Context: an optimization exercise on an open-source flow, tuned for small area and a short achievable clock period. The choices shown serve that exercise and are no tape-out recipe.
No functional check of the RTL was part of any run shown here.
No activity file was given, so power comes from the tool's default toggle rates.

<file path="flow/flow/run.sh">
#!/bin/bash
# The standard layout (standard.sh) with three changes:
#  - synthesis is the standard synthesis with ABC's mapping script replaced by
#    flow/abc.script (flow/synth.tcl); the registers are the standard synthesis's;
#  - every port is buffered by the smallest buffer cell instead of the one buffer_ports
#    picks by default;
#  - repair_timing aims for 44 ns of setup slack (SETUP_SLACK_MARGIN) instead of 0, so the
#    resizer upsizes the critical path; the clock and constraints stay the design's.
# Each tool's output lands in the ORFS logs under orfs/logs/; make's own output goes to
# standard_flow.log in this folder.
set -euo pipefail
bash standard.sh "SYNTH_SCRIPT=$PWD/flow/synth.tcl" \
  "BUFFER_PORTS_ARGS=-buffer_cell sky130_fd_sc_hd__buf_1" \
  SETUP_SLACK_MARGIN=44 finish > standard_flow.log 2>&1
</file>
<file path="flow/flow/abc.script">
strash
dch
map -a
topo
stime -c
</file>
<file path="flow/flow/synth.tcl">
# The standard synthesis (synth_recipe.tcl in the work folder), with ABC's mapping script
# replaced by flow/abc.script. Only the combinational mapping changes; the registers are the
# standard synthesis's.
set my_flow_dir [file dirname [file normalize [info script]]]
proc abc {args} {
  set i [lsearch -exact $args -script]
  if {$i >= 0} { lset args [expr {$i + 1}] [file join $::my_flow_dir abc.script] }
  yosys abc {*}$args
}
source [file join [file dirname $my_flow_dir] synth_recipe.tcl]
</file>
<file path="flow/standard.sh">
#!/bin/bash
# synth_recipe.tcl (not shown) runs the flow's synth.tcl, then flattens the netlist and writes it again
# the make line also repeats each setting of config.mk as NAME=value (left out here)
make -C /OpenROAD-flow-scripts/flow DESIGN_CONFIG=/design/flow/config.mk WORK_HOME=/design/flow/orfs CLKGATE_MAP_FILE= SYNTH_SCRIPT=/design/flow/synth_recipe.tcl "${@:-finish}"
</file>
<file path="flow/config.mk">
export PLATFORM = sky130hd
export DESIGN_NAME = ALU_TOP
export DESIGN_NICKNAME = ALU_TOP
export VERILOG_FILES = /design/flow/design.v
export SDC_FILE = /design/flow/constraint.sdc
export NUM_CORES = 4
export LEC_CHECK = 0
export ABC_AREA = 1
export CAP_MARGIN = 20
export CORE_MARGIN = 2
export CORE_UTILIZATION = 40
export SLEW_MARGIN = 20
</file>
<file path="flow/constraint.sdc">
create_clock -name core_clock -period 95.0 [get_ports {CLK}]
set_input_delay 19.0000 -clock core_clock [delete_from_list [all_inputs] [get_ports {CLK}]]
set_output_delay 19.0000 -clock core_clock [all_outputs]
set_load 0.01 [all_outputs]
</file>
<file path="flow/design.v">
module Decoder_Unit (
input wire [1:0] ALU_FUN,
output wire Arith_Enable, Logic_Enable, CMP_Enable, Shift_Enable
	);
assign Arith_Enable = (ALU_FUN == 2'b00);
assign Logic_Enable = (ALU_FUN == 2'b01);
assign CMP_Enable   = (ALU_FUN == 2'b10);
assign Shift_Enable = (ALU_FUN == 2'b11);
endmodule
module ALU_MUL (
  input  wire [15:0] A,
  input  wire [15:0] B,
  output wire [31:0] P
);
wire one1;
wire two2;
wire neg3;
wire pp4;
wire pp5;
wire pp6;
wire pp7;
wire pp8;
wire pp9;
wire pp10;
wire pp11;
wire pp12;
wire pp13;
wire pp14;
wire pp15;
wire pp16;
wire pp17;
wire pp18;
wire pp19;
wire pp20;
wire one21;
wire two22;
wire neg23;
wire pp24;
wire pp25;
wire pp26;
wire pp27;
wire pp28;
wire pp29;
wire pp30;
wire pp31;
wire pp32;
wire pp33;
wire pp34;
wire pp35;
wire pp36;
wire pp37;
wire pp38;
wire pp39;
wire pp40;
wire one41;
wire two42;
wire neg43;
wire pp44;
wire pp45;
wire pp46;
wire pp47;
wire pp48;
wire pp49;
wire pp50;
wire pp51;
wire pp52;
wire pp53;
wire pp54;
wire pp55;
wire pp56;
wire pp57;
wire pp58;
wire pp59;
wire pp60;
wire one61;
wire two62;
wire neg63;
wire pp64;
wire pp65;
wire pp66;
wire pp67;
wire pp68;
wire pp69;
wire pp70;
wire pp71;
wire pp72;
wire pp73;
wire pp74;
wire pp75;
wire pp76;
wire pp77;
wire pp78;
wire pp79;
wire pp80;
wire one81;
wire two82;
wire neg83;
wire pp84;
wire pp85;
wire pp86;
wire pp87;
wire pp88;
wire pp89;
wire pp90;
wire pp91;
wire pp92;
wire pp93;
wire pp94;
wire pp95;
wire pp96;
wire pp97;
wire pp98;
wire pp99;
wire pp100;
wire one101;
wire two102;
wire neg103;
wire pp104;
wire pp105;
wire pp106;
wire pp107;
wire pp108;
wire pp109;
wire pp110;
wire pp111;
wire pp112;
wire pp113;
wire pp114;
wire pp115;
wire pp116;
wire pp117;
wire pp118;
wire pp119;
wire pp120;
wire one121;
wire two122;
wire neg123;
wire pp124;
wire pp125;
wire pp126;
wire pp127;
wire pp128;
wire pp129;
wire pp130;
wire pp131;
wire pp132;
wire pp133;
wire pp134;
wire pp135;
wire pp136;
wire pp137;
wire pp138;
wire pp139;
wire pp140;
wire one141;
wire two142;
wire neg143;
wire pp144;
wire pp145;
wire pp146;
wire pp147;
wire pp148;
wire pp149;
wire pp150;
wire pp151;
wire pp152;
wire pp153;
wire pp154;
wire pp155;
wire pp156;
wire pp157;
wire pp158;
wire pp159;
wire pp160;
wire s161;
wire c162;
wire s163;
wire c164;
wire s165;
wire c166;
wire s167;
wire c168;
wire s169;
wire c170;
wire s171;
wire c172;
wire s173;
wire c174;
wire s175;
wire c176;
wire s177;
wire c178;
wire s179;
wire c180;
wire s181;
wire c182;
wire s183;
wire c184;
wire s185;
wire c186;
wire s187;
wire c188;
wire s189;
wire c190;
wire s191;
wire c192;
wire s193;
wire c194;
wire s195;
wire c196;
wire s197;
wire c198;
wire s199;
wire c200;
wire s201;
wire c202;
wire s203;
wire c204;
wire s205;
wire c206;
wire s207;
wire c208;
wire s209;
wire c210;
wire s211;
wire c212;
wire s213;
wire c214;
wire s215;
wire c216;
wire s217;
wire c218;
wire s219;
wire c220;
wire s221;
wire c222;
wire s223;
wire c224;
wire s225;
wire c226;
wire s227;
wire c228;
wire s229;
wire c230;
wire s231;
wire c232;
wire s233;
wire c234;
wire s235;
wire c236;
wire s237;
wire c238;
wire s239;
wire c240;
wire s241;
wire c242;
wire s243;
wire c244;
wire s245;
wire c246;
wire s247;
wire c248;
wire s249;
wire c250;
wire s251;
wire c252;
wire s253;
wire c254;
wire s255;
wire c256;
wire s257;
wire c258;
wire s259;
wire c260;
wire s261;
wire c262;
wire s263;
wire c264;
wire s265;
wire c266;
wire s267;
wire c268;
wire s269;
wire c270;
wire s271;
wire c272;
wire s273;
wire c274;
wire s275;
wire c276;
wire s277;
wire c278;
wire s279;
wire c280;
wire s281;
wire c282;
wire s283;
wire c284;
wire s285;
wire c286;
wire s287;
wire c288;
wire s289;
wire c290;
wire s291;
wire c292;
wire s293;
wire c294;
wire s295;
wire c296;
wire s297;
wire c298;
wire s299;
wire c300;
wire s301;
wire c302;
wire s303;
wire c304;
wire s305;
wire c306;
wire s307;
wire c308;
wire s309;
wire c310;
wire s311;
wire c312;
wire s313;
wire c314;
wire s315;
wire c316;
wire s317;
wire c318;
wire s319;
wire c320;
wire s321;
wire c322;
wire s323;
wire c324;
wire s325;
wire c326;
wire s327;
wire c328;
wire s329;
wire c330;
wire s331;
wire c332;
wire s333;
wire c334;
wire s335;
wire c336;
wire s337;
wire c338;
wire s339;
wire c340;
wire s341;
wire c342;
wire s343;
wire c344;
wire s345;
wire c346;
wire s347;
wire c348;
wire s349;
wire c350;
wire s351;
wire c352;
wire s353;
wire c354;
wire s355;
wire c356;
wire s357;
wire c358;
wire s359;
wire c360;
wire s361;
wire c362;
wire s363;
wire c364;
wire s365;
wire c366;
wire s367;
wire c368;
wire s369;
wire c370;
wire s371;
wire c372;
wire s373;
wire c374;
wire s375;
wire c376;
wire s377;
wire c378;
wire s379;
wire c380;
wire s381;
wire c382;
wire s383;
wire c384;
wire s385;
wire c386;
wire s387;
wire c388;
wire s389;
wire c390;
wire s391;
wire c392;
wire s393;
wire c394;
wire s395;
wire c396;
wire s397;
wire c398;
wire s399;
wire c400;
wire s401;
wire c402;
wire s403;
wire c404;
wire s405;
wire c406;
wire s407;
wire c408;
wire s409;
wire c410;
wire s411;
wire c412;
wire s413;
wire c414;
wire s415;
wire c416;
wire s417;
wire c418;
wire s419;
wire c420;
wire s421;
wire c422;
wire s423;
wire c424;
wire s425;
wire c426;
wire s427;
wire c428;
wire s429;
wire c430;
wire s431;
wire c432;
wire s433;
wire c434;
wire s435;
wire c436;
wire s437;
wire c438;
wire s439;
wire c440;
wire s441;
wire c442;
wire s443;
wire c444;
wire s445;
wire c446;
wire s447;
assign one1 = B[0] ^ 1'b0;
assign two2 = (B[1] & ~B[0] & ~1'b0) | (~B[1] & B[0] & 1'b0);
assign neg3 = B[1];
assign pp4 = ((one1 & A[0]) | (two2 & 1'b0)) ^ neg3;
assign pp5 = ((one1 & A[1]) | (two2 & A[0])) ^ neg3;
assign pp6 = ((one1 & A[2]) | (two2 & A[1])) ^ neg3;
assign pp7 = ((one1 & A[3]) | (two2 & A[2])) ^ neg3;
assign pp8 = ((one1 & A[4]) | (two2 & A[3])) ^ neg3;
assign pp9 = ((one1 & A[5]) | (two2 & A[4])) ^ neg3;
assign pp10 = ((one1 & A[6]) | (two2 & A[5])) ^ neg3;
assign pp11 = ((one1 & A[7]) | (two2 & A[6])) ^ neg3;
assign pp12 = ((one1 & A[8]) | (two2 & A[7])) ^ neg3;
assign pp13 = ((one1 & A[9]) | (two2 & A[8])) ^ neg3;
assign pp14 = ((one1 & A[10]) | (two2 & A[9])) ^ neg3;
assign pp15 = ((one1 & A[11]) | (two2 & A[10])) ^ neg3;
assign pp16 = ((one1 & A[12]) | (two2 & A[11])) ^ neg3;
assign pp17 = ((one1 & A[13]) | (two2 & A[12])) ^ neg3;
assign pp18 = ((one1 & A[14]) | (two2 & A[13])) ^ neg3;
assign pp19 = ((one1 & A[15]) | (two2 & A[14])) ^ neg3;
assign pp20 = ~(((one1 & A[15]) | (two2 & A[15])) ^ neg3);
assign one21 = B[2] ^ B[1];
assign two22 = (B[3] & ~B[2] & ~B[1]) | (~B[3] & B[2] & B[1]);
assign neg23 = B[3];
assign pp24 = ((one21 & A[0]) | (two22 & 1'b0)) ^ neg23;
assign pp25 = ((one21 & A[1]) | (two22 & A[0])) ^ neg23;
assign pp26 = ((one21 & A[2]) | (two22 & A[1])) ^ neg23;
assign pp27 = ((one21 & A[3]) | (two22 & A[2])) ^ neg23;
assign pp28 = ((one21 & A[4]) | (two22 & A[3])) ^ neg23;
assign pp29 = ((one21 & A[5]) | (two22 & A[4])) ^ neg23;
assign pp30 = ((one21 & A[6]) | (two22 & A[5])) ^ neg23;
assign pp31 = ((one21 & A[7]) | (two22 & A[6])) ^ neg23;
assign pp32 = ((one21 & A[8]) | (two22 & A[7])) ^ neg23;
assign pp33 = ((one21 & A[9]) | (two22 & A[8])) ^ neg23;
assign pp34 = ((one21 & A[10]) | (two22 & A[9])) ^ neg23;
assign pp35 = ((one21 & A[11]) | (two22 & A[10])) ^ neg23;
assign pp36 = ((one21 & A[12]) | (two22 & A[11])) ^ neg23;
assign pp37 = ((one21 & A[13]) | (two22 & A[12])) ^ neg23;
assign pp38 = ((one21 & A[14]) | (two22 & A[13])) ^ neg23;
assign pp39 = ((one21 & A[15]) | (two22 & A[14])) ^ neg23;
assign pp40 = ~(((one21 & A[15]) | (two22 & A[15])) ^ neg23);
assign one41 = B[4] ^ B[3];
assign two42 = (B[5] & ~B[4] & ~B[3]) | (~B[5] & B[4] & B[3]);
assign neg43 = B[5];
assign pp44 = ((one41 & A[0]) | (two42 & 1'b0)) ^ neg43;
assign pp45 = ((one41 & A[1]) | (two42 & A[0])) ^ neg43;
assign pp46 = ((one41 & A[2]) | (two42 & A[1])) ^ neg43;
assign pp47 = ((one41 & A[3]) | (two42 & A[2])) ^ neg43;
assign pp48 = ((one41 & A[4]) | (two42 & A[3])) ^ neg43;
assign pp49 = ((one41 & A[5]) | (two42 & A[4])) ^ neg43;
assign pp50 = ((one41 & A[6]) | (two42 & A[5])) ^ neg43;
assign pp51 = ((one41 & A[7]) | (two42 & A[6])) ^ neg43;
assign pp52 = ((one41 & A[8]) | (two42 & A[7])) ^ neg43;
assign pp53 = ((one41 & A[9]) | (two42 & A[8])) ^ neg43;
assign pp54 = ((one41 & A[10]) | (two42 & A[9])) ^ neg43;
assign pp55 = ((one41 & A[11]) | (two42 & A[10])) ^ neg43;
assign pp56 = ((one41 & A[12]) | (two42 & A[11])) ^ neg43;
assign pp57 = ((one41 & A[13]) | (two42 & A[12])) ^ neg43;
assign pp58 = ((one41 & A[14]) | (two42 & A[13])) ^ neg43;
assign pp59 = ((one41 & A[15]) | (two42 & A[14])) ^ neg43;
assign pp60 = ~(((one41 & A[15]) | (two42 & A[15])) ^ neg43);
assign one61 = B[6] ^ B[5];
assign two62 = (B[7] & ~B[6] & ~B[5]) | (~B[7] & B[6] & B[5]);
assign neg63 = B[7];
assign pp64 = ((one61 & A[0]) | (two62 & 1'b0)) ^ neg63;
assign pp65 = ((one61 & A[1]) | (two62 & A[0])) ^ neg63;
assign pp66 = ((one61 & A[2]) | (two62 & A[1])) ^ neg63;
assign pp67 = ((one61 & A[3]) | (two62 & A[2])) ^ neg63;
assign pp68 = ((one61 & A[4]) | (two62 & A[3])) ^ neg63;
assign pp69 = ((one61 & A[5]) | (two62 & A[4])) ^ neg63;
assign pp70 = ((one61 & A[6]) | (two62 & A[5])) ^ neg63;
assign pp71 = ((one61 & A[7]) | (two62 & A[6])) ^ neg63;
assign pp72 = ((one61 & A[8]) | (two62 & A[7])) ^ neg63;
assign pp73 = ((one61 & A[9]) | (two62 & A[8])) ^ neg63;
assign pp74 = ((one61 & A[10]) | (two62 & A[9])) ^ neg63;
assign pp75 = ((one61 & A[11]) | (two62 & A[10])) ^ neg63;
assign pp76 = ((one61 & A[12]) | (two62 & A[11])) ^ neg63;
assign pp77 = ((one61 & A[13]) | (two62 & A[12])) ^ neg63;
assign pp78 = ((one61 & A[14]) | (two62 & A[13])) ^ neg63;
assign pp79 = ((one61 & A[15]) | (two62 & A[14])) ^ neg63;
assign pp80 = ~(((one61 & A[15]) | (two62 & A[15])) ^ neg63);
assign one81 = B[8] ^ B[7];
assign two82 = (B[9] & ~B[8] & ~B[7]) | (~B[9] & B[8] & B[7]);
assign neg83 = B[9];
assign pp84 = ((one81 & A[0]) | (two82 & 1'b0)) ^ neg83;
assign pp85 = ((one81 & A[1]) | (two82 & A[0])) ^ neg83;
assign pp86 = ((one81 & A[2]) | (two82 & A[1])) ^ neg83;
assign pp87 = ((one81 & A[3]) | (two82 & A[2])) ^ neg83;
assign pp88 = ((one81 & A[4]) | (two82 & A[3])) ^ neg83;
assign pp89 = ((one81 & A[5]) | (two82 & A[4])) ^ neg83;
assign pp90 = ((one81 & A[6]) | (two82 & A[5])) ^ neg83;
assign pp91 = ((one81 & A[7]) | (two82 & A[6])) ^ neg83;
assign pp92 = ((one81 & A[8]) | (two82 & A[7])) ^ neg83;
assign pp93 = ((one81 & A[9]) | (two82 & A[8])) ^ neg83;
assign pp94 = ((one81 & A[10]) | (two82 & A[9])) ^ neg83;
assign pp95 = ((one81 & A[11]) | (two82 & A[10])) ^ neg83;
assign pp96 = ((one81 & A[12]) | (two82 & A[11])) ^ neg83;
assign pp97 = ((one81 & A[13]) | (two82 & A[12])) ^ neg83;
assign pp98 = ((one81 & A[14]) | (two82 & A[13])) ^ neg83;
assign pp99 = ((one81 & A[15]) | (two82 & A[14])) ^ neg83;
assign pp100 = ~(((one81 & A[15]) | (two82 & A[15])) ^ neg83);
assign one101 = B[10] ^ B[9];
assign two102 = (B[11] & ~B[10] & ~B[9]) | (~B[11] & B[10] & B[9]);
assign neg103 = B[11];
assign pp104 = ((one101 & A[0]) | (two102 & 1'b0)) ^ neg103;
assign pp105 = ((one101 & A[1]) | (two102 & A[0])) ^ neg103;
assign pp106 = ((one101 & A[2]) | (two102 & A[1])) ^ neg103;
assign pp107 = ((one101 & A[3]) | (two102 & A[2])) ^ neg103;
assign pp108 = ((one101 & A[4]) | (two102 & A[3])) ^ neg103;
assign pp109 = ((one101 & A[5]) | (two102 & A[4])) ^ neg103;
assign pp110 = ((one101 & A[6]) | (two102 & A[5])) ^ neg103;
assign pp111 = ((one101 & A[7]) | (two102 & A[6])) ^ neg103;
assign pp112 = ((one101 & A[8]) | (two102 & A[7])) ^ neg103;
assign pp113 = ((one101 & A[9]) | (two102 & A[8])) ^ neg103;
assign pp114 = ((one101 & A[10]) | (two102 & A[9])) ^ neg103;
assign pp115 = ((one101 & A[11]) | (two102 & A[10])) ^ neg103;
assign pp116 = ((one101 & A[12]) | (two102 & A[11])) ^ neg103;
assign pp117 = ((one101 & A[13]) | (two102 & A[12])) ^ neg103;
assign pp118 = ((one101 & A[14]) | (two102 & A[13])) ^ neg103;
assign pp119 = ((one101 & A[15]) | (two102 & A[14])) ^ neg103;
assign pp120 = ~(((one101 & A[15]) | (two102 & A[15])) ^ neg103);
assign one121 = B[12] ^ B[11];
assign two122 = (B[13] & ~B[12] & ~B[11]) | (~B[13] & B[12] & B[11]);
assign neg123 = B[13];
assign pp124 = ((one121 & A[0]) | (two122 & 1'b0)) ^ neg123;
assign pp125 = ((one121 & A[1]) | (two122 & A[0])) ^ neg123;
assign pp126 = ((one121 & A[2]) | (two122 & A[1])) ^ neg123;
assign pp127 = ((one121 & A[3]) | (two122 & A[2])) ^ neg123;
assign pp128 = ((one121 & A[4]) | (two122 & A[3])) ^ neg123;
assign pp129 = ((one121 & A[5]) | (two122 & A[4])) ^ neg123;
assign pp130 = ((one121 & A[6]) | (two122 & A[5])) ^ neg123;
assign pp131 = ((one121 & A[7]) | (two122 & A[6])) ^ neg123;
assign pp132 = ((one121 & A[8]) | (two122 & A[7])) ^ neg123;
assign pp133 = ((one121 & A[9]) | (two122 & A[8])) ^ neg123;
assign pp134 = ((one121 & A[10]) | (two122 & A[9])) ^ neg123;
assign pp135 = ((one121 & A[11]) | (two122 & A[10])) ^ neg123;
assign pp136 = ((one121 & A[12]) | (two122 & A[11])) ^ neg123;
assign pp137 = ((one121 & A[13]) | (two122 & A[12])) ^ neg123;
assign pp138 = ((one121 & A[14]) | (two122 & A[13])) ^ neg123;
assign pp139 = ((one121 & A[15]) | (two122 & A[14])) ^ neg123;
assign pp140 = ~(((one121 & A[15]) | (two122 & A[15])) ^ neg123);
assign one141 = B[14] ^ B[13];
assign two142 = (B[15] & ~B[14] & ~B[13]) | (~B[15] & B[14] & B[13]);
assign neg143 = B[15];
assign pp144 = ((one141 & A[0]) | (two142 & 1'b0)) ^ neg143;
assign pp145 = ((one141 & A[1]) | (two142 & A[0])) ^ neg143;
assign pp146 = ((one141 & A[2]) | (two142 & A[1])) ^ neg143;
assign pp147 = ((one141 & A[3]) | (two142 & A[2])) ^ neg143;
assign pp148 = ((one141 & A[4]) | (two142 & A[3])) ^ neg143;
assign pp149 = ((one141 & A[5]) | (two142 & A[4])) ^ neg143;
assign pp150 = ((one141 & A[6]) | (two142 & A[5])) ^ neg143;
assign pp151 = ((one141 & A[7]) | (two142 & A[6])) ^ neg143;
assign pp152 = ((one141 & A[8]) | (two142 & A[7])) ^ neg143;
assign pp153 = ((one141 & A[9]) | (two142 & A[8])) ^ neg143;
assign pp154 = ((one141 & A[10]) | (two142 & A[9])) ^ neg143;
assign pp155 = ((one141 & A[11]) | (two142 & A[10])) ^ neg143;
assign pp156 = ((one141 & A[12]) | (two142 & A[11])) ^ neg143;
assign pp157 = ((one141 & A[13]) | (two142 & A[12])) ^ neg143;
assign pp158 = ((one141 & A[14]) | (two142 & A[13])) ^ neg143;
assign pp159 = ((one141 & A[15]) | (two142 & A[14])) ^ neg143;
assign pp160 = ~(((one141 & A[15]) | (two142 & A[15])) ^ neg143);
assign s161 = pp14 ^ pp32;
assign c162 = pp14 & pp32;
assign s163 = pp15 ^ pp33;
assign c164 = pp15 & pp33;
assign s165 = pp16 ^ pp34 ^ pp52;
assign c166 = (pp16 & pp34) | (pp52 & (pp16 ^ pp34));
assign s167 = pp70 ^ pp88;
assign c168 = pp70 & pp88;
assign s169 = pp17 ^ pp35 ^ pp53;
assign c170 = (pp17 & pp35) | (pp53 & (pp17 ^ pp35));
assign s171 = pp71 ^ pp89;
assign c172 = pp71 & pp89;
assign s173 = pp18 ^ pp36 ^ pp54;
assign c174 = (pp18 & pp36) | (pp54 & (pp18 ^ pp36));
assign s175 = pp72 ^ pp90 ^ pp108;
assign c176 = (pp72 & pp90) | (pp108 & (pp72 ^ pp90));
assign s177 = pp126 ^ pp144;
assign c178 = pp126 & pp144;
assign s179 = pp19 ^ pp37 ^ pp55;
assign c180 = (pp19 & pp37) | (pp55 & (pp19 ^ pp37));
assign s181 = pp73 ^ pp91 ^ pp109;
assign c182 = (pp73 & pp91) | (pp109 & (pp73 ^ pp91));
assign s183 = pp127 ^ pp145;
assign c184 = pp127 & pp145;
assign s185 = pp20 ^ pp38 ^ pp56;
assign c186 = (pp20 & pp38) | (pp56 & (pp20 ^ pp38));
assign s187 = pp74 ^ pp92 ^ pp110;
assign c188 = (pp74 & pp92) | (pp110 & (pp74 ^ pp92));
assign s189 = ~(pp128 ^ pp146);
assign c190 = pp128 | pp146;
assign s191 = pp39 ^ pp57 ^ pp75;
assign c192 = (pp39 & pp57) | (pp75 & (pp39 ^ pp57));
assign s193 = pp93 ^ pp111 ^ pp129;
assign c194 = (pp93 & pp111) | (pp129 & (pp93 ^ pp111));
assign s195 = ~pp147;
assign c196 = pp147;
assign s197 = pp40 ^ pp58 ^ pp76;
assign c198 = (pp40 & pp58) | (pp76 & (pp40 ^ pp58));
assign s199 = pp94 ^ pp112 ^ pp130;
assign c200 = (pp94 & pp112) | (pp130 & (pp94 ^ pp112));
assign s201 = pp59 ^ pp77 ^ pp95;
assign c202 = (pp59 & pp77) | (pp95 & (pp59 ^ pp77));
assign s203 = pp113 ^ pp131;
assign c204 = pp113 & pp131;
assign s205 = pp60 ^ pp78 ^ pp96;
assign c206 = (pp60 & pp78) | (pp96 & (pp60 ^ pp78));
assign s207 = pp79 ^ pp97;
assign c208 = pp79 & pp97;
assign s209 = pp10 ^ pp28;
assign c210 = pp10 & pp28;
assign s211 = pp11 ^ pp29;
assign c212 = pp11 & pp29;
assign s213 = pp12 ^ pp30 ^ pp48;
assign c214 = (pp12 & pp30) | (pp48 & (pp12 ^ pp30));
assign s215 = pp66 ^ pp84;
assign c216 = pp66 & pp84;
assign s217 = pp13 ^ pp31 ^ pp49;
assign c218 = (pp13 & pp31) | (pp49 & (pp13 ^ pp31));
assign s219 = pp67 ^ pp85;
assign c220 = pp67 & pp85;
assign s221 = s161 ^ pp50 ^ pp68;
assign c222 = (s161 & pp50) | (pp68 & (s161 ^ pp50));
assign s223 = pp86 ^ pp104 ^ neg103;
assign c224 = (pp86 & pp104) | (neg103 & (pp86 ^ pp104));
assign s225 = c162 ^ s163 ^ pp51;
assign c226 = (c162 & s163) | (pp51 & (c162 ^ s163));
assign s227 = pp69 ^ pp87 ^ pp105;
assign c228 = (pp69 & pp87) | (pp105 & (pp69 ^ pp87));
assign s229 = c164 ^ s165 ^ s167;
assign c230 = (c164 & s165) | (s167 & (c164 ^ s165));
assign s231 = pp106 ^ pp124 ^ neg123;
assign c232 = (pp106 & pp124) | (neg123 & (pp106 ^ pp124));
assign s233 = c166 ^ c168 ^ s169;
assign c234 = (c166 & c168) | (s169 & (c166 ^ c168));
assign s235 = s171 ^ pp107 ^ pp125;
assign c236 = (s171 & pp107) | (pp125 & (s171 ^ pp107));
assign s237 = c170 ^ c172 ^ s173;
assign c238 = (c170 & c172) | (s173 & (c170 ^ c172));
assign s239 = s175 ^ s177 ^ neg143;
assign c240 = (s175 & s177) | (neg143 & (s175 ^ s177));
assign s241 = c174 ^ c176 ^ c178;
assign c242 = (c174 & c176) | (c178 & (c174 ^ c176));
assign s243 = s179 ^ s181 ^ s183;
assign c244 = (s179 & s181) | (s183 & (s179 ^ s181));
assign s245 = c180 ^ c182 ^ c184;
assign c246 = (c180 & c182) | (c184 & (c180 ^ c182));
assign s247 = s185 ^ s187 ^ s189;
assign c248 = (s185 & s187) | (s189 & (s185 ^ s187));
assign s249 = c186 ^ c188 ^ c190;
assign c250 = (c186 & c188) | (c190 & (c186 ^ c188));
assign s251 = s191 ^ s193 ^ s195;
assign c252 = (s191 & s193) | (s195 & (s191 ^ s193));
assign s253 = c192 ^ c194 ^ c196;
assign c254 = (c192 & c194) | (c196 & (c192 ^ c194));
assign s255 = s197 ^ s199 ^ pp148;
assign c256 = (s197 & s199) | (pp148 & (s197 ^ s199));
assign s257 = c198 ^ c200 ^ s201;
assign c258 = (c198 & c200) | (s201 & (c198 ^ c200));
assign s259 = ~(s203 ^ pp149);
assign c260 = s203 | pp149;
assign s261 = c202 ^ c204 ^ s205;
assign c262 = (c202 & c204) | (s205 & (c202 ^ c204));
assign s263 = pp114 ^ pp132 ^ pp150;
assign c264 = (pp114 & pp132) | (pp150 & (pp114 ^ pp132));
assign s265 = c206 ^ s207 ^ pp115;
assign c266 = (c206 & s207) | (pp115 & (c206 ^ s207));
assign s267 = ~(pp133 ^ pp151);
assign c268 = pp133 | pp151;
assign s269 = c208 ^ pp80 ^ pp98;
assign c270 = (c208 & pp80) | (pp98 & (c208 ^ pp80));
assign s271 = pp116 ^ pp134 ^ pp152;
assign c272 = (pp116 & pp134) | (pp152 & (pp116 ^ pp134));
assign s273 = pp99 ^ pp117 ^ pp135;
assign c274 = (pp99 & pp117) | (pp135 & (pp99 ^ pp117));
assign s275 = ~pp153;
assign c276 = pp153;
assign s277 = pp100 ^ pp118 ^ pp136;
assign c278 = (pp100 & pp118) | (pp136 & (pp100 ^ pp118));
assign s279 = pp119 ^ pp137;
assign c280 = pp119 & pp137;
assign s281 = pp8 ^ pp26;
assign c282 = pp8 & pp26;
assign s283 = pp9 ^ pp27;
assign c284 = pp9 & pp27;
assign s285 = s209 ^ pp46 ^ pp64;
assign c286 = (s209 & pp46) | (pp64 & (s209 ^ pp46));
assign s287 = c210 ^ s211 ^ pp47;
assign c288 = (c210 & s211) | (pp47 & (c210 ^ s211));
assign s289 = c212 ^ s213 ^ s215;
assign c290 = (c212 & s213) | (s215 & (c212 ^ s213));
assign s291 = c214 ^ c216 ^ s217;
assign c292 = (c214 & c216) | (s217 & (c214 ^ c216));
assign s293 = c218 ^ c220 ^ s221;
assign c294 = (c218 & c220) | (s221 & (c218 ^ c220));
assign s295 = c222 ^ c224 ^ s225;
assign c296 = (c222 & c224) | (s225 & (c222 ^ c224));
assign s297 = c226 ^ c228 ^ s229;
assign c298 = (c226 & c228) | (s229 & (c226 ^ c228));
assign s299 = c230 ^ c232 ^ s233;
assign c300 = (c230 & c232) | (s233 & (c230 ^ c232));
assign s301 = c234 ^ c236 ^ s237;
assign c302 = (c234 & c236) | (s237 & (c234 ^ c236));
assign s303 = c238 ^ c240 ^ s241;
assign c304 = (c238 & c240) | (s241 & (c238 ^ c240));
assign s305 = c242 ^ c244 ^ s245;
assign c306 = (c242 & c244) | (s245 & (c242 ^ c244));
assign s307 = c246 ^ c248 ^ s249;
assign c308 = (c246 & c248) | (s249 & (c246 ^ c248));
assign s309 = c250 ^ c252 ^ s253;
assign c310 = (c250 & c252) | (s253 & (c250 ^ c252));
assign s311 = c254 ^ c256 ^ s257;
assign c312 = (c254 & c256) | (s257 & (c254 ^ c256));
assign s313 = c258 ^ c260 ^ s261;
assign c314 = (c258 & c260) | (s261 & (c258 ^ c260));
assign s315 = c262 ^ c264 ^ s265;
assign c316 = (c262 & c264) | (s265 & (c262 ^ c264));
assign s317 = c266 ^ c268 ^ s269;
assign c318 = (c266 & c268) | (s269 & (c266 ^ c268));
assign s319 = c270 ^ c272 ^ s273;
assign c320 = (c270 & c272) | (s273 & (c270 ^ c272));
assign s321 = c274 ^ c276 ^ s277;
assign c322 = (c274 & c276) | (s277 & (c274 ^ c276));
assign s323 = c278 ^ s279 ^ pp155;
assign c324 = (c278 & s279) | (pp155 & (c278 ^ s279));
assign s325 = c280 ^ pp120 ^ pp138;
assign c326 = (c280 & pp120) | (pp138 & (c280 ^ pp120));
assign s327 = pp139 ^ pp157;
assign c328 = pp139 & pp157;
assign s329 = pp6 ^ pp24;
assign c330 = pp6 & pp24;
assign s331 = pp7 ^ pp25;
assign c332 = pp7 & pp25;
assign s333 = s281 ^ pp44 ^ neg43;
assign c334 = (s281 & pp44) | (neg43 & (s281 ^ pp44));
assign s335 = c282 ^ s283 ^ pp45;
assign c336 = (c282 & s283) | (pp45 & (c282 ^ s283));
assign s337 = c284 ^ s285 ^ neg63;
assign c338 = (c284 & s285) | (neg63 & (c284 ^ s285));
assign s339 = c286 ^ s287 ^ pp65;
assign c340 = (c286 & s287) | (pp65 & (c286 ^ s287));
assign s341 = c288 ^ s289 ^ neg83;
assign c342 = (c288 & s289) | (neg83 & (c288 ^ s289));
assign s343 = c290 ^ s291 ^ s219;
assign c344 = (c290 & s291) | (s219 & (c290 ^ s291));
assign s345 = c292 ^ s293 ^ s223;
assign c346 = (c292 & s293) | (s223 & (c292 ^ s293));
assign s347 = c294 ^ s295 ^ s227;
assign c348 = (c294 & s295) | (s227 & (c294 ^ s295));
assign s349 = c296 ^ s297 ^ s231;
assign c350 = (c296 & s297) | (s231 & (c296 ^ s297));
assign s351 = c298 ^ s299 ^ s235;
assign c352 = (c298 & s299) | (s235 & (c298 ^ s299));
assign s353 = c300 ^ s301 ^ s239;
assign c354 = (c300 & s301) | (s239 & (c300 ^ s301));
assign s355 = c302 ^ s303 ^ s243;
assign c356 = (c302 & s303) | (s243 & (c302 ^ s303));
assign s357 = c304 ^ s305 ^ s247;
assign c358 = (c304 & s305) | (s247 & (c304 ^ s305));
assign s359 = c306 ^ s307 ^ s251;
assign c360 = (c306 & s307) | (s251 & (c306 ^ s307));
assign s361 = c308 ^ s309 ^ s255;
assign c362 = (c308 & s309) | (s255 & (c308 ^ s309));
assign s363 = c310 ^ s311 ^ s259;
assign c364 = (c310 & s311) | (s259 & (c310 ^ s311));
assign s365 = c312 ^ s313 ^ s263;
assign c366 = (c312 & s313) | (s263 & (c312 ^ s313));
assign s367 = c314 ^ s315 ^ s267;
assign c368 = (c314 & s315) | (s267 & (c314 ^ s315));
assign s369 = c316 ^ s317 ^ s271;
assign c370 = (c316 & s317) | (s271 & (c316 ^ s317));
assign s371 = c318 ^ s319 ^ s275;
assign c372 = (c318 & s319) | (s275 & (c318 ^ s319));
assign s373 = c320 ^ s321 ^ pp154;
assign c374 = (c320 & s321) | (pp154 & (c320 ^ s321));
assign s375 = ~(c322 ^ s323);
assign c376 = c322 | s323;
assign s377 = c324 ^ s325 ^ pp156;
assign c378 = (c324 & s325) | (pp156 & (c324 ^ s325));
assign s379 = ~(c326 ^ s327);
assign c380 = c326 | s327;
assign s381 = c328 ^ pp140 ^ pp158;
assign c382 = (c328 & pp140) | (pp158 & (c328 ^ pp140));
assign s383 = ~pp159;
assign c384 = pp159;
assign s385 = pp4 ^ neg3;
assign c386 = pp4 & neg3;
assign s387 = pp5 ^ c386;
assign c388 = pp5 & c386;
assign s389 = s329 ^ neg23 ^ c388;
assign c390 = (s329 & neg23) | (c388 & (s329 ^ neg23));
assign s391 = c330 ^ s331 ^ c390;
assign c392 = (c330 & s331) | (c390 & (c330 ^ s331));
assign s393 = c332 ^ s333 ^ c392;
assign c394 = (c332 & s333) | (c392 & (c332 ^ s333));
assign s395 = c334 ^ s335 ^ c394;
assign c396 = (c334 & s335) | (c394 & (c334 ^ s335));
assign s397 = c336 ^ s337 ^ c396;
assign c398 = (c336 & s337) | (c396 & (c336 ^ s337));
assign s399 = c338 ^ s339 ^ c398;
assign c400 = (c338 & s339) | (c398 & (c338 ^ s339));
assign s401 = c340 ^ s341 ^ c400;
assign c402 = (c340 & s341) | (c400 & (c340 ^ s341));
assign s403 = c342 ^ s343 ^ c402;
assign c404 = (c342 & s343) | (c402 & (c342 ^ s343));
assign s405 = c344 ^ s345 ^ c404;
assign c406 = (c344 & s345) | (c404 & (c344 ^ s345));
assign s407 = c346 ^ s347 ^ c406;
assign c408 = (c346 & s347) | (c406 & (c346 ^ s347));
assign s409 = c348 ^ s349 ^ c408;
assign c410 = (c348 & s349) | (c408 & (c348 ^ s349));
assign s411 = c350 ^ s351 ^ c410;
assign c412 = (c350 & s351) | (c410 & (c350 ^ s351));
assign s413 = c352 ^ s353 ^ c412;
assign c414 = (c352 & s353) | (c412 & (c352 ^ s353));
assign s415 = c354 ^ s355 ^ c414;
assign c416 = (c354 & s355) | (c414 & (c354 ^ s355));
assign s417 = c356 ^ s357 ^ c416;
assign c418 = (c356 & s357) | (c416 & (c356 ^ s357));
assign s419 = c358 ^ s359 ^ c418;
assign c420 = (c358 & s359) | (c418 & (c358 ^ s359));
assign s421 = c360 ^ s361 ^ c420;
assign c422 = (c360 & s361) | (c420 & (c360 ^ s361));
assign s423 = c362 ^ s363 ^ c422;
assign c424 = (c362 & s363) | (c422 & (c362 ^ s363));
assign s425 = c364 ^ s365 ^ c424;
assign c426 = (c364 & s365) | (c424 & (c364 ^ s365));
assign s427 = c366 ^ s367 ^ c426;
assign c428 = (c366 & s367) | (c426 & (c366 ^ s367));
assign s429 = c368 ^ s369 ^ c428;
assign c430 = (c368 & s369) | (c428 & (c368 ^ s369));
assign s431 = c370 ^ s371 ^ c430;
assign c432 = (c370 & s371) | (c430 & (c370 ^ s371));
assign s433 = c372 ^ s373 ^ c432;
assign c434 = (c372 & s373) | (c432 & (c372 ^ s373));
assign s435 = c374 ^ s375 ^ c434;
assign c436 = (c374 & s375) | (c434 & (c374 ^ s375));
assign s437 = c376 ^ s377 ^ c436;
assign c438 = (c376 & s377) | (c436 & (c376 ^ s377));
assign s439 = c378 ^ s379 ^ c438;
assign c440 = (c378 & s379) | (c438 & (c378 ^ s379));
assign s441 = c380 ^ s381 ^ c440;
assign c442 = (c380 & s381) | (c440 & (c380 ^ s381));
assign s443 = c382 ^ s383 ^ c442;
assign c444 = (c382 & s383) | (c442 & (c382 ^ s383));
assign s445 = c384 ^ pp160 ^ c444;
assign c446 = (c384 & pp160) | (c444 & (c384 ^ pp160));
assign s447 = 1'b1 ^ c446;
assign P = {s447, s445, s443, s441, s439, s437, s435, s433, s431, s429, s427, s425, s423, s421, s419, s417, s415, s413, s411, s409, s407, s405, s403, s401, s399, s397, s395, s393, s391, s389, s387, s385};
endmodule
module ALU_DIV (
  input  wire [15:0] A,
  input  wire [15:0] B,
  output wire [16:0] Q    
);
wire sa = A[15];
wire sb = B[15];
wire [15:0] N;
assign N[0] = A[0];
assign N[1] = A[1] ^ (sa & (|A[0:0]));
assign N[2] = A[2] ^ (sa & (|A[1:0]));
assign N[3] = A[3] ^ (sa & (|A[2:0]));
assign N[4] = A[4] ^ (sa & (|A[3:0]));
assign N[5] = A[5] ^ (sa & (|A[4:0]));
assign N[6] = A[6] ^ (sa & (|A[5:0]));
assign N[7] = A[7] ^ (sa & (|A[6:0]));
assign N[8] = A[8] ^ (sa & (|A[7:0]));
assign N[9] = A[9] ^ (sa & (|A[8:0]));
assign N[10] = A[10] ^ (sa & (|A[9:0]));
assign N[11] = A[11] ^ (sa & (|A[10:0]));
assign N[12] = A[12] ^ (sa & (|A[11:0]));
assign N[13] = A[13] ^ (sa & (|A[12:0]));
assign N[14] = A[14] ^ (sa & (|A[13:0]));
assign N[15] = A[15] ^ (sa & (|A[14:0]));
wire ci = ~sb;
wire [15:0] Bx = B ^ {16{ci}};
wire [15:0] q;
wire [0:0] x15;
assign x15 = N[15];
wire [0:0] d15;
wire [1:0] c15;
wire [1:0] t15 = {1'b0, x15} + {1'b0, Bx[0:0]} + ci;
assign d15 = t15[0:0];
assign c15[1] = t15[1];
assign q[15] = c15[1] & (&Bx[15:1]);
wire [0:0] r15 = q[15] ? d15 : x15;
wire [1:0] x14;
assign x14 = {r15, N[14]};
wire [1:0] d14;
wire [2:0] c14;
wire [2:0] t14 = {1'b0, x14} + {1'b0, Bx[1:0]} + ci;
assign d14 = t14[1:0];
assign c14[2] = t14[2];
assign q[14] = c14[2] & (&Bx[15:2]);
wire [1:0] r14 = q[14] ? d14 : x14;
wire [2:0] x13;
assign x13 = {r14, N[13]};
wire [2:0] d13;
wire [3:0] c13;
wire [3:0] t13 = {1'b0, x13} + {1'b0, Bx[2:0]} + ci;
assign d13 = t13[2:0];
assign c13[3] = t13[3];
assign q[13] = c13[3] & (&Bx[15:3]);
wire [2:0] r13 = q[13] ? d13 : x13;
wire [3:0] x12;
assign x12 = {r13, N[12]};
wire [3:0] d12;
wire [4:0] c12;
wire [4:0] t12 = {1'b0, x12} + {1'b0, Bx[3:0]} + ci;
assign d12 = t12[3:0];
assign c12[4] = t12[4];
assign q[12] = c12[4] & (&Bx[15:4]);
wire [3:0] r12 = q[12] ? d12 : x12;
wire [4:0] x11;
assign x11 = {r12, N[11]};
wire [4:0] d11;
wire [5:0] c11;
wire [5:0] t11 = {1'b0, x11} + {1'b0, Bx[4:0]} + ci;
assign d11 = t11[4:0];
assign c11[5] = t11[5];
assign q[11] = c11[5] & (&Bx[15:5]);
wire [4:0] r11 = q[11] ? d11 : x11;
wire [5:0] x10;
assign x10 = {r11, N[10]};
wire [5:0] d10;
wire [6:0] c10;
wire [6:0] t10 = {1'b0, x10} + {1'b0, Bx[5:0]} + ci;
assign d10 = t10[5:0];
assign c10[6] = t10[6];
assign q[10] = c10[6] & (&Bx[15:6]);
wire [5:0] r10 = q[10] ? d10 : x10;
wire [6:0] x9;
assign x9 = {r10, N[9]};
wire [6:0] d9;
wire [7:0] c9;
wire [7:0] t9 = {1'b0, x9} + {1'b0, Bx[6:0]} + ci;
assign d9 = t9[6:0];
assign c9[7] = t9[7];
assign q[9] = c9[7] & (&Bx[15:7]);
wire [6:0] r9 = q[9] ? d9 : x9;
wire [7:0] x8;
assign x8 = {r9, N[8]};
wire [7:0] d8;
wire [8:0] c8;
wire [8:0] t8 = {1'b0, x8} + {1'b0, Bx[7:0]} + ci;
assign d8 = t8[7:0];
assign c8[8] = t8[8];
assign q[8] = c8[8] & (&Bx[15:8]);
wire [7:0] r8 = q[8] ? d8 : x8;
wire [8:0] x7;
assign x7 = {r8, N[7]};
wire [8:0] d7;
wire [9:0] c7;
wire [9:0] t7 = {1'b0, x7} + {1'b0, Bx[8:0]} + ci;
assign d7 = t7[8:0];
assign c7[9] = t7[9];
assign q[7] = c7[9] & (&Bx[15:9]);
wire [8:0] r7 = q[7] ? d7 : x7;
wire [9:0] x6;
assign x6 = {r7, N[6]};
wire [9:0] d6;
wire [10:0] c6;
wire [10:0] t6 = {1'b0, x6} + {1'b0, Bx[9:0]} + ci;
assign d6 = t6[9:0];
assign c6[10] = t6[10];
assign q[6] = c6[10] & (&Bx[15:10]);
wire [9:0] r6 = q[6] ? d6 : x6;
wire [10:0] x5;
assign x5 = {r6, N[5]};
wire [10:0] d5;
wire [11:0] c5;
wire [11:0] t5 = {1'b0, x5} + {1'b0, Bx[10:0]} + ci;
assign d5 = t5[10:0];
assign c5[11] = t5[11];
assign q[5] = c5[11] & (&Bx[15:11]);
wire [10:0] r5 = q[5] ? d5 : x5;
wire [11:0] x4;
assign x4 = {r5, N[4]};
wire [11:0] d4;
wire [12:0] c4;
wire [12:0] t4 = {1'b0, x4} + {1'b0, Bx[11:0]} + ci;
assign d4 = t4[11:0];
assign c4[12] = t4[12];
assign q[4] = c4[12] & (&Bx[15:12]);
wire [11:0] r4 = q[4] ? d4 : x4;
wire [12:0] x3;
assign x3 = {r4, N[3]};
wire [12:0] d3;
wire [13:0] c3;
wire [13:0] t3 = {1'b0, x3} + {1'b0, Bx[12:0]} + ci;
assign d3 = t3[12:0];
assign c3[13] = t3[13];
assign q[3] = c3[13] & (&Bx[15:13]);
wire [12:0] r3 = q[3] ? d3 : x3;
wire [13:0] x2;
assign x2 = {r3, N[2]};
wire [13:0] d2;
wire [14:0] c2;
wire [14:0] t2 = {1'b0, x2} + {1'b0, Bx[13:0]} + ci;
assign d2 = t2[13:0];
assign c2[14] = t2[14];
assign q[2] = c2[14] & (&Bx[15:14]);
wire [13:0] r2 = q[2] ? d2 : x2;
wire [14:0] x1;
assign x1 = {r2, N[1]};
wire [14:0] d1;
wire [15:0] c1;
wire [15:0] t1 = {1'b0, x1} + {1'b0, Bx[14:0]} + ci;
assign d1 = t1[14:0];
assign c1[15] = t1[15];
assign q[1] = c1[15] & (&Bx[15:15]);
wire [14:0] r1 = q[1] ? d1 : x1;
wire [15:0] x0;
assign x0 = {r1, N[0]};
wire [15:0] d0;
wire [16:0] c0;
wire [16:0] t0 = {1'b0, x0} + {1'b0, Bx[15:0]} + ci;
assign d0 = t0[15:0];
assign c0[16] = t0[16];
assign q[0] = c0[16];
wire sq = sa ^ sb;
wire [15:0] qh = {1'b0, q[15:1]};
wire [15:0] qneg;
assign qneg[0] = qh[0];
assign qneg[1] = qh[1] ^ (|qh[0:0]);
assign qneg[2] = qh[2] ^ (|qh[1:0]);
assign qneg[3] = qh[3] ^ (|qh[2:0]);
assign qneg[4] = qh[4] ^ (|qh[3:0]);
assign qneg[5] = qh[5] ^ (|qh[4:0]);
assign qneg[6] = qh[6] ^ (|qh[5:0]);
assign qneg[7] = qh[7] ^ (|qh[6:0]);
assign qneg[8] = qh[8] ^ (|qh[7:0]);
assign qneg[9] = qh[9] ^ (|qh[8:0]);
assign qneg[10] = qh[10] ^ (|qh[9:0]);
assign qneg[11] = qh[11] ^ (|qh[10:0]);
assign qneg[12] = qh[12] ^ (|qh[11:0]);
assign qneg[13] = qh[13] ^ (|qh[12:0]);
assign qneg[14] = qh[14] ^ (|qh[13:0]);
assign qneg[15] = qh[15] ^ (|qh[14:0]);
wire [15:0] h0 = sq ? qneg : qh;
wire [15:0] h1 = qh ^ {16{sq}};
assign Q[16:1] = q[0] ? h1 : h0;
assign Q[0] = q[0];
endmodule
module ALU_ADDSUB (
  input  wire [15:0] A,
  input  wire [15:0] B,
  input  wire SUB,
  output wire [16:0] S    
);
wire [16:0] a = {A[15], A};
wire [16:0] b = {B[15], B} ^ {17{SUB}};
wire [17:0] c;
assign c[0] = SUB;
assign S[0] = a[0] ^ b[0] ^ c[0];
assign c[1] = (a[0] & b[0]) | (c[0] & (a[0] ^ b[0]));
assign S[1] = a[1] ^ b[1] ^ c[1];
assign c[2] = (a[1] & b[1]) | (c[1] & (a[1] ^ b[1]));
assign S[2] = a[2] ^ b[2] ^ c[2];
assign c[3] = (a[2] & b[2]) | (c[2] & (a[2] ^ b[2]));
assign S[3] = a[3] ^ b[3] ^ c[3];
assign c[4] = (a[3] & b[3]) | (c[3] & (a[3] ^ b[3]));
assign S[4] = a[4] ^ b[4] ^ c[4];
assign c[5] = (a[4] & b[4]) | (c[4] & (a[4] ^ b[4]));
assign S[5] = a[5] ^ b[5] ^ c[5];
assign c[6] = (a[5] & b[5]) | (c[5] & (a[5] ^ b[5]));
assign S[6] = a[6] ^ b[6] ^ c[6];
assign c[7] = (a[6] & b[6]) | (c[6] & (a[6] ^ b[6]));
assign S[7] = a[7] ^ b[7] ^ c[7];
assign c[8] = (a[7] & b[7]) | (c[7] & (a[7] ^ b[7]));
assign S[8] = a[8] ^ b[8] ^ c[8];
assign c[9] = (a[8] & b[8]) | (c[8] & (a[8] ^ b[8]));
assign S[9] = a[9] ^ b[9] ^ c[9];
assign c[10] = (a[9] & b[9]) | (c[9] & (a[9] ^ b[9]));
assign S[10] = a[10] ^ b[10] ^ c[10];
assign c[11] = (a[10] & b[10]) | (c[10] & (a[10] ^ b[10]));
assign S[11] = a[11] ^ b[11] ^ c[11];
assign c[12] = (a[11] & b[11]) | (c[11] & (a[11] ^ b[11]));
assign S[12] = a[12] ^ b[12] ^ c[12];
assign c[13] = (a[12] & b[12]) | (c[12] & (a[12] ^ b[12]));
assign S[13] = a[13] ^ b[13] ^ c[13];
assign c[14] = (a[13] & b[13]) | (c[13] & (a[13] ^ b[13]));
assign S[14] = a[14] ^ b[14] ^ c[14];
assign c[15] = (a[14] & b[14]) | (c[14] & (a[14] ^ b[14]));
assign S[15] = a[15] ^ b[15] ^ c[15];
assign c[16] = (a[15] & b[15]) | (c[15] & (a[15] ^ b[15]));
assign S[16] = a[16] ^ b[16] ^ c[16];
endmodule
module LOGIC_UNIT (
input wire [15:0] A,
input wire [15:0] B,
input wire [1:0] ALU_FUN,
output wire [15:0] Y
	);
assign Y = (ALU_FUN[0] ? (A | B) : (A & B)) ^ {16{ALU_FUN[1]}};
endmodule
module CMP_UNIT (
input wire [16:0] D,       
input wire [1:0] ALU_FUN,
output wire [1:0] Y
	);
wire eq = ~|D[15:0];
wire lt = D[16];
wire gt = ~lt & ~eq;
assign Y[1] = ALU_FUN[1] & (ALU_FUN[0] ? lt : gt);
assign Y[0] = ALU_FUN[0] & (ALU_FUN[1] ? lt : eq);
endmodule
module SHIFT_UNIT (
input wire [15:0] A,
input wire [15:0] B,
input wire [1:0] ALU_FUN,
output wire [16:0] Y
	);
wire [15:0] X = ALU_FUN[1] ? B : A;
assign Y = ALU_FUN[0] ? {X, 1'b0} : {1'b0, X[15], X[15:1]};
endmodule
module ALU_TOP (
input wire signed [15:0] A,
input wire signed [15:0] B,
input wire [3:0] ALU_FUNC,
input wire CLK,
input wire RST,
output reg signed [31:0] Arith_OUT,
output reg [15:0] Logic_OUT,
output reg [1:0] CMP_OUT,
output reg [16:0] SHIFT_OUT,
output reg Arith_Flag, Logic_Flag, CMP_Flag, SHIFT_Flag
	);
wire Arith_Enable, Logic_Enable, CMP_Enable, Shift_Enable;
Decoder_Unit Decoder (
.ALU_FUN(ALU_FUNC[3:2]),
.Arith_Enable(Arith_Enable),
.Logic_Enable(Logic_Enable),
.CMP_Enable(CMP_Enable),
.Shift_Enable(Shift_Enable)
	);
wire sub = ALU_FUNC[0] | ALU_FUNC[3];
wire [16:0] sum;
ALU_ADDSUB AddSub (.A(A), .B(B), .SUB(sub), .S(sum));
wire [31:0] prod;
ALU_MUL Mul (.A(A), .B(B), .P(prod));
wire [16:0] quo;
ALU_DIV Div (.A(A), .B(B), .Q(quo));
wire div_ok = |B;
wire sel_add = Arith_Enable & ~ALU_FUNC[1];
wire sel_mul = Arith_Enable & ALU_FUNC[1] & ~ALU_FUNC[0];
wire sel_div = Arith_Enable & ALU_FUNC[1] & ALU_FUNC[0] & div_ok;
wire [31:0] arith = ({32{sel_add}} & {{15{sum[16]}}, sum})
                  | ({32{sel_mul}} & prod)
                  | ({32{sel_div}} & {{15{quo[16]}}, quo});
wire [15:0] logic_res;
LOGIC_UNIT Logic (.A(A), .B(B), .ALU_FUN(ALU_FUNC[1:0]), .Y(logic_res));
wire [1:0] cmp_res;
CMP_UNIT Cmp (.D(sum), .ALU_FUN(ALU_FUNC[1:0]), .Y(cmp_res));
wire [16:0] shift_res;
SHIFT_UNIT Shift (.A(A), .B(B), .ALU_FUN(ALU_FUNC[1:0]), .Y(shift_res));
always @(posedge CLK or negedge RST) begin
if (!RST) begin
	Arith_OUT <= 32'b0;
	Logic_OUT <= 16'b0;
	CMP_OUT <= 2'b0;
	SHIFT_OUT <= 17'b0;
	Arith_Flag <= 1'b0;
	Logic_Flag <= 1'b0;
	CMP_Flag <= 1'b0;
	SHIFT_Flag <= 1'b0;
end else begin
	Arith_OUT <= arith;
	Logic_OUT <= Logic_Enable ? logic_res : 16'b0;
	CMP_OUT <= CMP_Enable ? cmp_res : 2'b0;
	SHIFT_OUT <= Shift_Enable ? shift_res : 17'b0;
	Arith_Flag <= Arith_Enable;
	Logic_Flag <= Logic_Enable;
	CMP_Flag <= CMP_Enable;
	SHIFT_Flag <= Shift_Enable;
end
end
endmodule
</file>
==> impl_metrics.py, run 1 <==
metrics = {
    "finish": {
        "layout.nets": 2451,
        "seq_area_um2": 1780,
        "syn_to_final_growth_pct": 13.9,
        "multi_input_area_um2": 12600,
        "n_fill_cell": 3711,
        "drive_gt1_frac": 0.0692,
    },
    "synth": {
        "synth_edf_count": 0,
        "syn_avg_cell_area_um2": 7.75,
        "synth_common_cells": "nand2_1, xor2_1, clkinv_1",
        "yosys.area.top_type": "fa_1",
        "synthTopCellsByArea": "fa_1, xor2_1, ha_1",
        "synthesis.area_um2": 15000,
        "ys.flop_type": "dfrtp_1",
        "synth_seq_cells": 71,
        "ys_async_sr_fraction": 1.00,
        "synthesis.yosys.warnings": 1,
        "yosysSeqAreaShare": 0.119,
        "syn-num-nets": 2266,
        "yosysMostFrequentCell": "nand2_1",
        "synth_cell_types": 36,
        "yosysTopAreaCellShare": 0.188,
        "synth_cells": 1933,
    },
    "setup_path": {
        "crit_fanout": 26,
        "worstPathRequired_ns": 95.22,
        "cp.arrival_ns": 48.32,
        "crit_slowest_cell": "a2111oi_1",
        "path_class": "in2reg",
        "cp-start-kind": "input pin",
        "worst_setup_path_end_kind": "register",
        "critPathMaxStageDelay_ns": 0.60,
    },
    "timing": {
        "finalHoldViolCount": 0,
        "hold_ws_ns": 18.88,
        "tns_ns": 0,
        "rsz0062_at_grt": "no",
        "tightest_slew_ns": 0.966,
        "fmax_mhz": 20.8,
        "finalCritPeriodShare": 0.506,
        "slew_viol_final": 0,
        "setup_violations": 0,
        "relSlewSlack": 0.356,
        "min_period_ns": 48.10,
    },
    "cts": {
        "cts_buffers": 9,
        "root_buffer": "clkbuf_16",
        "clk_pin_slew_worst_paths_ns": 0.06,
        "ctsHtreeMaxLevel": 3,
        "clockBufferDepth": 2,
        "cts_hold_buf": 0,
        "cts_sinks": 71,
        "cts_tree": "built",
    },
    "die": {
        "initial_utilization": 0.407,
        "fp-row-count": 70,
        "die_x_um": 198,
        "dieArea_um2": 39000,
        "boundaryPins": 109,
        "die_y_um": 198,
        "design.core.area_um2": 36800,
    },
    "routing": {
        "top_layer": "met4",
        "wl_um": 52800,
        "wl_met1_um": 22200,
        "detail_route.wl_per_cell_um": 20.4,
        "first_pass_iters": 6,
        "vias_per_cell": 5.78,
        "met2_wirelength_um": 25400,
        "vias": 14976,
        "wl_met3_um": 3560,
        "drt_iter0_drc": 1532,
        "postRouteAntennaNets": 0,
        "drc_errors": 0,
    },
    "placed_design": {
        "io_buffers": 108,
        "hpwlAfterDp_um": 39200,
        "place_congestion": 0.916,
    },
    "power": {
        "power_density_nw_per_um2": 23.7,
        "ir_drop_mv": 0.0372,
        "p_leak_uw": 0.00744,
    },
    "global_route": {
        "grt_pass1_vias": 14714,
        "grt_pass1_wl_um": 82400,
        "grt_max_degree": 72,
        "overflow": 0,
        "track_usage": 0.273,
        "antenna_found_initial": 0,
    },
    "hold_path": {
        "hp-class": "in2async",
    },
    "status": {
        "status": "complete, no violations",
    },
    "run": {
        "maxCapViolations": 0,
    },
}
-- layer usage --
metal  up-vias  global-route usage
met5         -                   0
met4         0              0.0891
met3       109              0.0333
met2       622               0.461
met1      7222               0.362
li1       7023                   -
-- power by group --
part | internal [uW] | leakage [uW] | switching [uW]
Sequential | 34.8 | 0.000954 | 2.46
Combinational | 136 | 0.00633 | 193
Clock | 23.9 | 0.000157 | 14.6
Total | 194 | 0.00744 | 210
-- layout make-up --
type | instances | share of cell area
diodes | 1 | 0.000147
clock inverters | 4 | 0.00455
repair buffers | 172 | 0.0537
multi-input cells | 1646 | 0.739
inverters | 218 | 0.0493
clock buffers | 12 | 0.0144
flip-flops and latches | 71 | 0.104
well taps | 468 | 0.0343
-- state kept, by name, indices dropped and copies added (netlist names) --
name        flops
Arith_Flag      1
Logic_OUT      16
CMP_OUT         2
Logic_Flag      1
Arith_OUT      32
CMP_Flag        1
SHIFT_Flag      1
SHIFT_OUT      17
-- worst max-delay path, delay by kind of cell --
kind	cells	cell delay, ns
and+or+nand+nor	68	8.67
adders and majority gates	16	6.12
buffers and inverters	18	2.74
xor gates and xnor gates	7	1.03
AOI/OAI and AO/OA	65	10.65
-- placed cells by master, fill, tap and decap left out, drive strengths merged, types with 3 or more instances in the layout --
cell type / n
fa: 141
dfrtp: 71
nor3b: 5
nand3: 33
nor3: 8
clkinv: 214
buf: 163
nor4: 5
nor2: 151
o21ai: 168
o21bai: 19
a31oi: 11
o311ai: 3
clkinvlp: 4
a21oi: 167
o221ai: 5
o21a: 3
or2: 4
nand2: 307
xor2: 235
clkbuf: 21
o31ai: 9
xnor2: 37
ha: 154
o211ai: 12
a21o: 6
nand4: 15
a211oi: 6
o22ai: 131
-- logic make-up (layout without fill, tap and decap cells) --
| family | Yosys count | count (layout) | share of synthesized area |
|---|---|---|---|
| buffers and inverters | 218 | 406 | 0.0546 |
| other | 0 | 1 | 0 |
| XOR/XNOR | 272 | 272 | 0.159 |
| AO/OA/AOI/OAI | 547 | 547 | 0.208 |
| flip-flops | 71 | 71 | 0.119 |
| adder cells (fa/ha/maj) | 295 | 295 | 0.317 |
| AND/OR/NAND/NOR | 528 | 530 | 0.142 |
| multiplexers | 2 | 2 | 0.00142 |
-- repair_timing --
action / CTS / global route
endpoints found under the setup margin: 32 / 32
gates cloned: 0 / 2
gates resized for setup: 16 / 57
pin swaps: 0 / 9
buffers inserted: 0 / 20
-- metrics by stage --
| stage | std cells | util | setup WS [ns] | total power, uW | area (um^2) |
|---|---|---|---|---|---|
| after floorplan | 1933 | - | 45.86 | 259 | 15000 |
| after global placement | 2553 | 0.444 | 42.82 | 353 | 16300 |
| after detailed placement | 2553 | 0.444 | 41.53 | 356 | 16300 |
| after CTS | 2569 | 0.454 | 44.05 | 397 | 16700 |
| after global routing | 2591 | 0.464 | 43.90 | 448 | 17100 |
| final | 2592 | 0.464 | 46.90 | 404 | 17100 |
-- worst paths after layout --
check,from,to,slack [ns]
min in group core_clock,ALU_FUNC[2],Logic_Flag,18.91
max,B[15],Arith_OUT[29],46.90
max in group asynchronous,RST,Logic_OUT[0],75.46
min,RST,Arith_OUT[21],18.88
==> run 2, diff against run 1 <==
==> flow/flow/abc.script (replaced) <==
strash
dch
map -a
topo
stime -c
buffer -c
==> run 2 against run 1 <==
Against the previous run:
- die area rose by 9.4%
- routed wire length decreased by 1.5%
- non-clock buffer count decreased by 1
- global-route usage fell by 2.8 points
- worst hold slack lost 0.044 ns
- critical path depth down 2
- first-iteration DRC count down 2.3%
- synthesized cell count increased by 5.3%
- fmax fell by 0.80%
- critical endpoint is now Arith_OUT[30]
==> impl_metrics.py, run 2 <==
metrics = {
    "synth": {
        "yosys.area_share.adder": 0.289,
        "synthSimpleGateAreaFrac": 0.130,
        "synth_cells": 2035,
        "synth_top_family_by_area": "adder cells",
        "yosysMostFrequentCell": "nand2_1",
        "synthXorXnorAreaFrac": 0.145,
        "ys.flop_type": "dfrtp_1",
        "synth_edf_count": 0,
        "yosysSeqAreaShare": 0.108,
        "ys_async_sr_fraction": 1.00,
        "synthTopCellsByArea": "fa_1, xor2_1, ha_1",
        "synth_common_cells": "nand2_1, xor2_1, inv_1",
        "synthesis.area_um2": 16400,
        "syn_avg_cell_area_um2": 8.07,
        "syn-num-nets": 2368,
        "yosys.area.top_type": "fa_1",
        "synth_seq_cells": 71,
        "synthesis.yosys.warnings": 1,
        "synth_mux_area_frac": 0.00129,
        "synth_compound_area_frac": 0.190,
        "yosysTopAreaCellShare": 0.172,
        "synth_cell_types": 50,
    },
    "power": {
        "internal_power_uw": 191,
        "power.switching_uw": 213,
        "power_density_nw_per_um2": 23.7,
        "seqPwrFrac": 0.093,
        "pwr-share-clk": 0.087,
        "switching_share": 0.527,
        "power.share.combinational": 0.820,
        "p_leak_uw": 0.00813,
        "ir_drop_mv": 0.0316,
    },
    "timing": {
        "hold_ws_ns": 18.83,
        "tns_ns": 0,
        "tightest_slew_ns": 0.971,
        "min_period_ns": 48.49,
        "setup_violations": 0,
        "finalHoldViolCount": 0,
        "fmax_mhz": 20.6,
        "relSlewSlack": 0.353,
        "slew_viol_final": 0,
        "finalCritPeriodShare": 0.510,
        "rsz0062_at_grt": "no",
    },
    "finish": {
        "n_fill_cell": 4154,
        "fin_area_um2": 17100,
        "reg_top3": "Arith_OUT (32), SHIFT_OUT (17), Logic_OUT (16)",
        "stdcell_count": 2657,
        "layout.nets": 2453,
        "syn_to_final_growth_pct": 4.11,
        "drive_gt1_frac": 0.0701,
        "mostFrequentLayoutCell": "nand2_1",
        "fin_util": 0.421,
        "antenna_cells": 0,
        "final_cell_mix": "nand2_1, xor2_1, inv_1, a21oi_1, ha_1",
        "top_register": "Arith_OUT",
        "largest_register_ffs": 32,
    },
    "routing": {
        "drt_iter0_drc": 1497,
        "drc_errors": 0,
        "first_pass_iters": 6,
        "vias": 15031,
        "wl_um": 52100,
        "vias_per_cell": 5.66,
        "detail_route.wl_per_cell_um": 19.6,
        "postRouteAntennaNets": 0,
    },
    "setup_path": {
        "cp-start-kind": "input pin",
        "path_class": "in2reg",
        "worstPathRequired_ns": 95.24,
        "worst_setup_path_end_kind": "register",
        "crit_slowest_cell": "a2111oi_1",
        "critPathMaxStageDelay_ns": 0.58,
        "crit_fanout": 17,
        "crit_family": "compound AO/OA/AOI/OAI gates",
        "cp.buffers_inverters": 13,
        "cp.arrival_ns": 48.73,
    },
    "hold_path": {
        "hp-class": "in2async",
    },
    "placed_design": {
        "hpwlAfterDp_um": 38900,
        "io_buffers": 108,
        "dp_cells": 2611,
        "place_congestion": 0.909,
        "place_area_um2": 16400,
    },
    "global_route": {
        "track_usage": 0.244,
        "top_usage_layer": "met2",
        "grt_pass1_vias": 14873,
        "grt_max_degree": 72,
        "antenna_found_initial": 0,
        "use_met3": 0.0275,
        "grt_pass1_wl_um": 81300,
        "overflow": 0,
        "grt_use_met1": 0.329,
        "grtUsageMet2": 0.408,
    },
    "status": {
        "status": "complete, no violations",
    },
    "cts": {
        "cts_tree": "built",
        "cts_buffers": 9,
        "ctsHtreeMaxLevel": 3,
        "clockBufferDepth": 2,
        "clk_pin_slew_worst_paths_ns": 0.07,
        "root_buffer": "clkbuf_16",
        "cts_sinks": 71,
    },
    "die": {
        "boundaryPins": 109,
        "die_y_um": 207,
        "die_x_um": 207,
        "initial_utilization": 0.404,
        "fp-row-count": 74,
        "design.core.area_um2": 40600,
        "dieArea_um2": 42700,
    },
    "run": {
        "maxCapViolations": 0,
    },
}
run 2: changes by cell type in the layout (fill, tap and decap cells not counted), moves of 5 or more:
| cell | before | now |
|---|---|---|
| clkinv_1 | 208 | 11 |
| clkinv_2 | 5 | 0 |
| clkinvlp_4 | 4 | 9 |
| inv_1 | 0 | 196 |
| nor2_2 | 4 | 10 |
| o21ai_0 | 156 | 150 |
| o21ai_1 | 12 | 17 |
run 2: metrics by stage:
step | setup WS [ns] | total power, uW
2_1_floorplan | 48.09 | 268
3_3_place_gp | 43.73 | 355
3_5_place_dp | 42.03 | 356
4_1_cts | 44.14 | 397
5_1_grt | 43.89 | 455
6_report | 46.51 | 405
run 2: final cells by class:
cell class | count | area, um^2 | area share
Clock buffer | 10 | 239 | 0.0140
Clock inverter | 6 | 52.6 | 0.00307
Inverter | 218 | 845 | 0.0494
Multi-Input combinational cell | 1647 | 12600 | 0.737
Sequential cell | 71 | 1780 | 0.104
Tap cell | 532 | 666 | 0.0389
Timing Repair Buffer | 171 | 902 | 0.0527
Timing Repair inverter | 2 | 10.0 | 0.000585
run 2: power groups by stage:
stage | clock network, uW | registers (uW) | logic, uW
2_1_floorplan | 0 | 38.8 | 229
3_3_place_gp | 0 | 38.0 | 317
3_5_place_dp | 0 | 37.9 | 318
4_1_cts | 35.5 | 37.4 | 324
5_1_grt | 36.8 | 37.7 | 381
6_report | 35.3 | 37.6 | 332
run 2: kinds of logic after synthesis:
group | Yosys count
AO/OA/AOI/OAI | 547
multiplexers | 2
AND/OR/NAND/NOR | 528
adder cells (fa/ha/maj) | 295
XOR/XNOR | 272
buffers and inverters | 320
flip-flops | 71
run 2: timing repair:
item	4_1_cts	5_1_grt
gates resized for setup	12	51
pin swaps	1	12
buffers inserted	2	23
endpoints found under the setup margin	32	32
gates cloned	1	4
hold buffers	0	0
run 2: routing by layer:
layer	wire, um	share of wire
met1	22500	0.43
met2	24400	0.47
met3	3550	0.068
met4	1630	0.031
met5	0	0
run 2: path summary, 6_finish.rpt:
path	startpoint	endpoint	depth (start not counted)
setup / recovery	A[2]	Arith_OUT[30]	172
hold / removal	RST	Arith_OUT[16]	2
max in group asynchronous	RST	Arith_OUT[1]	2
min in group core_clock	ALU_FUNC[2]	CMP_Flag	2

[separate check: timing with driven ports]
In the flow no input, the clock included, has a driving cell. The finished layouts below were timed again as built, in two steps. Step 1, drivers: a clkbuf_16 drives CLK and a buf_2 each remaining input, both assumed. Step 2 adds t to the input delays and takes it off the output delays; t is the mean of the earliest and latest rising clock arrival at the registers after step 1. Input paths then give back, and output paths get back, about the clock's delay inside the block. Three values: no drivers, after step 1, after step 2; two values: the first two.
run	t, ns	slack for setup (ns)	worst data-port slew with drivers (ns)	cell pins on the clock port's net
run 1	0.392	46.899 / 46.923 / 46.531	0.07	1
run 2	0.406	46.512 / 46.539 / 46.133	0.07	1
After both steps every run listed still meets setup and hold. For run 2, which loses most, drivers alone change the setup slack by +0.027 ns; drivers and shift together by -0.379 ns.
